Context: an optimization exercise on an open-source flow, tuned for small area, a short achievable clock period and few clock cycles. The choices shown serve that exercise and are no tape-out recipe. Where RTL was checked, it was by simulation tests only, not by an equivalence proof against the original. Power is estimated from default activity; no workload was simulated.

==> job 2035: inputs <==
==> flow/design.v (excerpt) <==
module process(
  input clk,
  input rst,
  input [23:0] in_pix,
  output reg [5:0] row, col,
  output reg out_we,
  output reg [23:0] out_pix,
  output reg mirror_done,
  output reg gray_done,
  output reg filter_done
);
==> flow/config.mk <==
export PLATFORM = sky130hd
export DESIGN_NAME = process
export DESIGN_NICKNAME = process
export VERILOG_FILES = /design/flow/design.v
export SDC_FILE = /design/flow/constraint.sdc
export NUM_CORES = 4
export LEC_CHECK = 0
export ABC_CLOCK_PERIOD_IN_PS = 2500
export CAP_MARGIN = 20
export CORE_MARGIN = 2
export CORE_UTILIZATION = 40
export SETUP_SLACK_MARGIN = 5
export SLEW_MARGIN = 20
==> flow/constraint.sdc <==
create_clock -name core_clock -period 8.0 [get_ports {clk}]
set_input_delay 1.6000 -clock core_clock [delete_from_list [all_inputs] [get_ports {clk}]]
set_output_delay 1.6000 -clock core_clock [all_outputs]
set_load 0.01 [all_outputs]
standard.sh (not shown) runs the stock make flow with config.mk's settings and CLKGATE_MAP_FILE= SYNTH_SCRIPT=/design/flow/synth_recipe.tcl, a recipe that flattens the netlist after the stock synthesis.
==> flow/flow/run.sh <==
#!/bin/bash
set -euo pipefail
bash standard.sh SETUP_SLACK_MARGIN=5.6 finish > standard_flow.log 2>&1
==> inputs of job 4923, as changes to job 2035 <==
==> flow/design.v (replaced) <==
`timescale 1ns / 1ps
module process(
  input clk,
  input rst,
  input [23:0] in_pix,
  output reg [5:0] row, col,
  output reg out_we,
  output reg [23:0] out_pix,
  output reg mirror_done,
  output reg gray_done,
  output reg filter_done
);
localparam integer K  = 4;             
localparam integer NS = 64 / K;        
localparam integer LS = 2 * K + 2;     
localparam [1:0] ST_MIR = 2'd0, ST_GRAY = 2'd1, ST_SHP = 2'd2, ST_DONE = 2'd3;
localparam [2:0] WS_PIX = 3'd0, WS_GRAY = 3'd1, WS_TOP = 3'd2, WS_LAST = 3'd3,
                 WS_LASTF = 3'd4, WS_S = 3'd5;
reg [1:0]  stage;
reg [10:0] cnt;       
reg [3:0]  slot;      
wire [10:0] inc = cnt + 1'b1;
wire [5:0]  sc = cnt[5:0];
wire [4:0]  strip = cnt[10:6];
wire        c0 = (sc == 6'd0);
wire        clt2 = (sc[5:1] == 5'd0);
wire        s_first = (strip == 0);
wire        s_last = (strip == NS - 1);
wire        s_virt = (strip == NS);
reg [5:0] n_row, n_col;
reg       n_we;
reg [2:0] n_wsel;
reg       n_sr, n_virt, n_proc, n_swap, n_jk;
reg [1:0]  x_stage;
reg [10:0] x_cnt;
reg [3:0]  x_slot;
reg [1:0] hs, lo, cs;
wire [3:0] sm1 = strip[3:0] - 1'b1, sp1 = strip[3:0] + 1'b1;
always @* begin
  n_row = 0; n_col = 0; n_we = 0; n_wsel = WS_S;
  n_sr = 0; n_virt = 0; n_proc = 0; n_swap = 0; n_jk = 0;
  x_stage = stage; x_cnt = cnt; x_slot = slot;
  hs = 0; lo = 0; cs = 0;
  case (stage)
    ST_MIR: begin
      n_row = (slot == 4'd1) ? ~{1'b0, cnt[10:6]} : {1'b0, cnt[10:6]};
      n_col = cnt[5:0];
      n_we  = (slot != 4'd0);
      n_wsel = WS_PIX;
      if (slot == 4'd2) begin
        x_slot = 0;
        x_cnt = inc;
        if (cnt == 11'h7ff) begin
          x_stage = ST_GRAY;
          x_cnt = 0;
        end
      end else
        x_slot = slot + 1'b1;
    end
    ST_GRAY: begin
      {n_row, n_col} = {cnt[10:0], slot[0]};
      n_we = slot[1];
      n_wsel = WS_GRAY;
      x_slot = slot + 1'b1;
      if (slot == 4'd3) begin
        x_slot = 0;
        x_cnt = inc;
        if (cnt == 11'h7ff) begin
          x_stage = ST_SHP;
          x_cnt = 0;
        end
      end
    end
    ST_SHP: begin
      hs = 2'd0; lo = 2'd0; cs = 2'd0;
      case (slot[3:0])
        4'd0: begin                                    
          lo = 2'd1; n_sr = 1; n_virt = s_virt;
        end
        4'd1: begin                                    
          lo = 2'd3; cs = 2'd2;
          if (clt2) begin
            hs = 2'd1; n_we = !s_first;
            n_wsel = s_virt ? WS_LASTF : WS_LAST;
          end else begin
            n_we = 1;
            n_wsel = s_last ? WS_LASTF : WS_LAST;
          end
        end
        4'd2: begin                                    
          n_sr = 1; n_virt = s_virt;
        end
        4'd3: begin                                    
          hs = 2'd1; lo = 2'd3; n_sr = 1; n_virt = s_first || s_virt;
          n_proc = 1; n_swap = 1;
        end
        4'd4: begin                                    
          hs = 2'd1; lo = 2'd3; n_we = !s_first && !s_virt; n_wsel = WS_TOP;
        end
        4'd5: begin                                    
          lo = 2'd2; n_sr = 1; n_virt = s_virt; n_proc = 1;
        end
        4'd6: begin                                    
          hs = {1'b0, c0}; cs = 2'd1; n_we = !(c0 && s_first);
        end
        4'd7: begin                                    
          lo = 2'd3; n_sr = 1; n_virt = s_virt; n_proc = 1; n_jk = 1;
        end
        4'd8: begin                                    
          hs = {1'b0, c0}; lo = 2'd1; cs = 2'd1; n_we = !(c0 && s_first);
        end
        4'd9: begin                                    
          hs = 2'd2; n_sr = 1; n_virt = s_last || s_virt; n_proc = 1;
        end
        default: begin                                 
          hs = {1'b0, c0}; lo = 2'd2; cs = 2'd1; n_we = !(c0 && s_first);
        end
      endcase
      n_row = {(hs == 2'd1) ? sm1 : (hs == 2'd2) ? sp1 : strip[3:0], lo};
      n_col = (cs == 2'd0) ? sc : (cs == 2'd1) ? sc - 1'b1 : sc - 2'd2;
      if (s_virt && sc == 6'd1 && slot == 4'd1) begin
        x_stage = ST_DONE;
      end else if (slot == LS) begin
        x_slot = 0;
        x_cnt = inc;
      end else
        x_slot = slot + 1'b1;
    end
    default: ;
  endcase
end
reg t0_sr, t0_virt, t0_proc, t0_swap, t0_jk, t0_c0;
reg t1_sr, t1_virt, t1_proc, t1_swap, t1_jk, t1_c0;
reg t2_proc, t2_c0;
always @(posedge clk) begin
  if (rst) begin
    stage <= ST_MIR;
    cnt <= 0;
    slot <= 4'd1;                    
    row <= 0; col <= 0; out_we <= 0;
    mirror_done <= 0; gray_done <= 0; filter_done <= 0;
  end else begin
    stage <= x_stage; cnt <= x_cnt; slot <= x_slot;
    row <= n_row; col <= n_col; out_we <= n_we;
    mirror_done <= (stage != ST_MIR);
    gray_done <= stage[1];
    filter_done <= (stage == ST_DONE);
  end
end
always @(posedge clk) begin
  t0_sr <= n_sr; t0_virt <= n_virt; t0_proc <= n_proc;
  t0_swap <= n_swap; t0_jk <= n_jk; t0_c0 <= c0;
  t1_sr <= t0_sr; t1_virt <= t0_virt; t1_proc <= t0_proc;
  t1_swap <= t0_swap; t1_jk <= t0_jk; t1_c0 <= t0_c0;
  t2_proc <= t1_proc;
  t2_c0 <= t1_c0;
end
reg  [23:0] cap;
wire [7:0] ir = in_pix[23:16];
wire [7:0] cr = cap[23:16], cg = cap[15:8], cb = cap[7:0];
wire rg = cr >= cg, rb = cr >= cb, gb = cg >= cb;
wire [8:0] s_rg = cr + cg, s_rb = cr + cb, s_gb = cg + cb;
wire       med_r = rg ^ rb, med_g = !med_r && (rg == gb), med_b = !med_r && (rg != gb);
wire [8:0] gsum = ({9{med_r}} & s_gb) | ({9{med_g}} & s_rb) | ({9{med_b}} & s_rg);
wire [7:0] gval = gsum[8:1];
reg  [7:0]  gu, gm;               
reg  [7:0]  gl_cur, gl_prev;      
reg  [9:0]  vr;                   
reg  [12:0] tr;                   
reg  [9:0]  ra [0:K-1];           
reg  [9:0]  rv [0:K-1];           
wire [7:0]  gnew = t1_virt ? 8'd0 : cap[15:8];
wire [9:0]  vsum = gu + gm + gnew;
wire [9:0]  vold = t1_c0 ? 10'd0 : rv[0];
wire [12:0] tval = {2'b00, gm, 3'b000} + {4'b0000, gm, 1'b0} - {3'b000, vold};
wire [12:0] anew = tr - {3'b000, vr};
wire [9:0]  asat = anew[12] ? 10'd0 : (|anew[11:10] ? 10'd1023 : anew[9:0]);
wire [10:0] sraw = {1'b0, ra[0]} - (t2_c0 ? 11'd0 : {1'b0, vr});
wire [7:0]  sclamp = sraw[10] ? 8'd0 : (|sraw[9:8] ? 8'd255 : sraw[7:0]);
integer e;
always @(posedge clk) begin
  cap <= in_pix;
  vr <= vsum;
  tr <= tval;
  if (t1_sr) begin
    gu <= gm;
    gm <= t1_swap ? gu : gnew;
  end
  if (t1_sr && t1_jk) begin
    gl_prev <= gl_cur;
    gl_cur <= gnew;
  end
  if (t2_proc) begin
    for (e = 0; e < K - 1; e = e + 1) begin
      ra[e] <= ra[e + 1];
      rv[e] <= rv[e + 1];
    end
    ra[K - 1] <= asat;
    rv[K - 1] <= vr;
  end
  case (n_wsel)
    WS_PIX:   out_pix <= in_pix;
    WS_GRAY:  out_pix <= {8'd0, gval, 8'd0};
    WS_TOP:   out_pix <= {8'd0, ir, 8'd0};
    WS_LAST:  out_pix <= {sclamp, gl_prev, 8'd0};
    WS_LASTF: out_pix <= {8'd0, sclamp, 8'd0};
    default:  out_pix <= {8'd0, sclamp, 8'd0};
  endcase
end
endmodule
==> flow/flow/run.sh (replaced) <==
#!/bin/bash
set -euo pipefail
bash standard.sh SETUP_SLACK_MARGIN=5.45 MATCH_CELL_FOOTPRINT=0 finish > standard_flow.log 2>&1
Settings changed: CTS_CLUSTER_DIAMETER from default to 120, CTS_CLUSTER_SIZE from default to 25, SETUP_SLACK_MARGIN 5 to default.
==> inputs of job 6583, as changes to job 2035 <==
--- a/flow/design.v
+++ b/flow/design.v
@@ -137,61 +137,55 @@
 always @(posedge clk) begin
   if (rst) begin
     stage <= ST_MIR;
     cnt <= 0;
     slot <= 5'd1;                    
     row <= 0; col <= 0; out_we <= 0;
     mirror_done <= 0; gray_done <= 0; filter_done <= 0;
-    t0_sr <= 0; t0_virt <= 0; t0_proc <= 0; t0_swap <= 0; t0_jk <= 0; t0_c0 <= 0;
   end else begin
     stage <= x_stage; cnt <= x_cnt; slot <= x_slot;
     row <= n_row; col <= n_col; out_we <= n_we;
     mirror_done <= (stage != ST_MIR);
     gray_done <= stage[1];
     filter_done <= (stage == ST_DONE);
-    t0_sr <= n_sr; t0_virt <= n_virt; t0_proc <= n_proc;
-    t0_swap <= n_swap; t0_jk <= n_jk; t0_c0 <= c0;
   end
 end
 always @(posedge clk) begin
-  t1_sr <= t0_sr; t1_virt <= t0_virt; t1_proc <= t0_proc && t0_sr;
+  t0_sr <= n_sr; t0_virt <= n_virt; t0_proc <= n_proc;
+  t0_swap <= n_swap; t0_jk <= n_jk; t0_c0 <= c0;
+  t1_sr <= t0_sr; t1_virt <= t0_virt; t1_proc <= t0_proc;
   t1_swap <= t0_swap; t1_jk <= t0_jk; t1_c0 <= t0_c0;
   t2_proc <= t1_proc;
 end
-reg  [23:0] cap;
-wire [7:0] ir = in_pix[23:16];
-wire [7:0] cr = cap[23:16], cg = cap[15:8], cb = cap[7:0];
-wire [7:0] ig = in_pix[15:8], ib = in_pix[7:0];
-reg  rg, rb, gb;                  
-wire [7:0] c_mx = (rg && rb) ? cr : (gb ? cg : cb);
-wire [7:0] c_mn = (!rg && !rb) ? cr : (!gb ? cg : cb);
-wire [8:0] gsum = c_mx + c_mn;
-wire [7:0] gval = gsum[8:1];
+wire [7:0] ir = in_pix[23:16], ig = in_pix[15:8], ib = in_pix[7:0];
+wire rg = ir >= ig, rb = ir >= ib, gb = ig >= ib;
+wire [8:0] s_rg = ir + ig, s_rb = ir + ib, s_gb = ig + ib;
+wire [8:0] gsum = (rg != rb) ? s_gb : (rg == gb) ? s_rb : s_rg;
+reg  [7:0] gval;                  
+reg  [7:0] capg;                  
 reg  [7:0]  gu, gm;               
 reg  [7:0]  gl_cur, gl_prev;      
 reg  [9:0]  vr;                   
-reg  [10:0] tr;                   
+reg  [12:0] tr;                   
 reg  [9:0]  ra [0:K-1];           
 reg  [9:0]  rv [0:K-1];           
-wire [7:0]  gnew = t1_virt ? 8'd0 : cap[15:8];
+wire [7:0]  gnew = t1_virt ? 8'd0 : capg;
 wire [9:0]  vsum = gu + gm + gnew;
 wire [9:0]  vold = t1_c0 ? 10'd0 : rv[0];
 wire [12:0] tval = {2'b00, gm, 3'b000} + {4'b0000, gm, 1'b0} - {3'b000, vold};
-wire [11:0] anew = {1'b0, tr} - {2'b00, vr};
-wire [9:0]  asat = anew[11] ? 10'd0 : (anew[10] ? 10'd1023 : anew[9:0]);
+wire [12:0] anew = tr - {3'b000, vr};
+wire [9:0]  asat = anew[12] ? 10'd0 : (|anew[11:10] ? 10'd1023 : anew[9:0]);
 wire [10:0] sraw = {1'b0, ra[0]} - {1'b0, vr};
 wire [7:0]  sclamp = sraw[10] ? 8'd0 : (|sraw[9:8] ? 8'd255 : sraw[7:0]);
 integer e;
 always @(posedge clk) begin
-  cap <= in_pix;
-  rg <= ir >= ig;
-  rb <= ir >= ib;
-  gb <= ig >= ib;
+  gval <= gsum[8:1];
+  capg <= ig;
   vr <= vsum;
-  tr <= tval[12] ? 11'd0 : (tval[11] ? 11'd2047 : tval[10:0]);
+  tr <= tval;
   if (t1_sr) begin
     gu <= gm;
     gm <= t1_swap ? gu : gnew;
   end
   if (t1_sr && t1_jk) begin
     gl_prev <= gl_cur;
     gl_cur <= gnew;
==> flow/flow/run.sh (replaced) <==
#!/bin/bash
set -euo pipefail
bash standard.sh SETUP_SLACK_MARGIN=5.5 MATCH_CELL_FOOTPRINT=0 finish > standard_flow.log 2>&1
Settings changed: CTS_CLUSTER_DIAMETER from default to 120, CTS_CLUSTER_SIZE from default to 25, SETUP_SLACK_MARGIN 5 to default.
==> summary.txt <==
The lowest first-iteration DRC count belongs to job 4923, the highest to job 6583.
The highest synthesized area belongs to job 2035, the lowest to job 4923.
Wire length, highest first: job 2035, job 6583, job 4923.
In job 6583 the sequential power is higher than in job 2035, by about 9%.
Die area: job 2035 > job 6583 > job 4923.
Non-clock buffer count: job 2035 is lower than job 6583 (40).
Testbench counts of job 4923, summed over its fixed seeds: cycles 307,356.
Only the layout flow was run in job 2035 and job 6583; the RTL was not checked for function there.

separate check: timing with driven ports:
The flow's constraints put no driver on any port. The routed layouts listed below were extracted and timed again, unchanged, in two steps. Step 1 assumes that a clkbuf_16 drives the clock port and a buf_2 every other input. Step 2 also shifts input and output timing later by t, the mid clock arrival at the registers, as if the neighbouring blocks saw the same clock. Three values: no drivers, after step 1, after step 2; two values: the first two.
run | t (ns) | setup slack, ns | worst setup path at the end | slew at the worst register clock pin (ns)
job 2035 | 0.572 | 4.866 / 4.866 / 4.856 | input to register | 0.07 / 0.07
job 4923 | 0.528 | 5.326 / 5.326 / 5.018 | input to register | 0.10 / 0.10
job 6583 | 0.524 | 3.705 / 3.703 / 3.180 | input to register | 0.11 / 0.11
After both steps every run listed still meets setup and hold. The setup slack of job 6583, which loses most, moves by -0.002 ns with the drivers and by -0.525 ns with both steps.
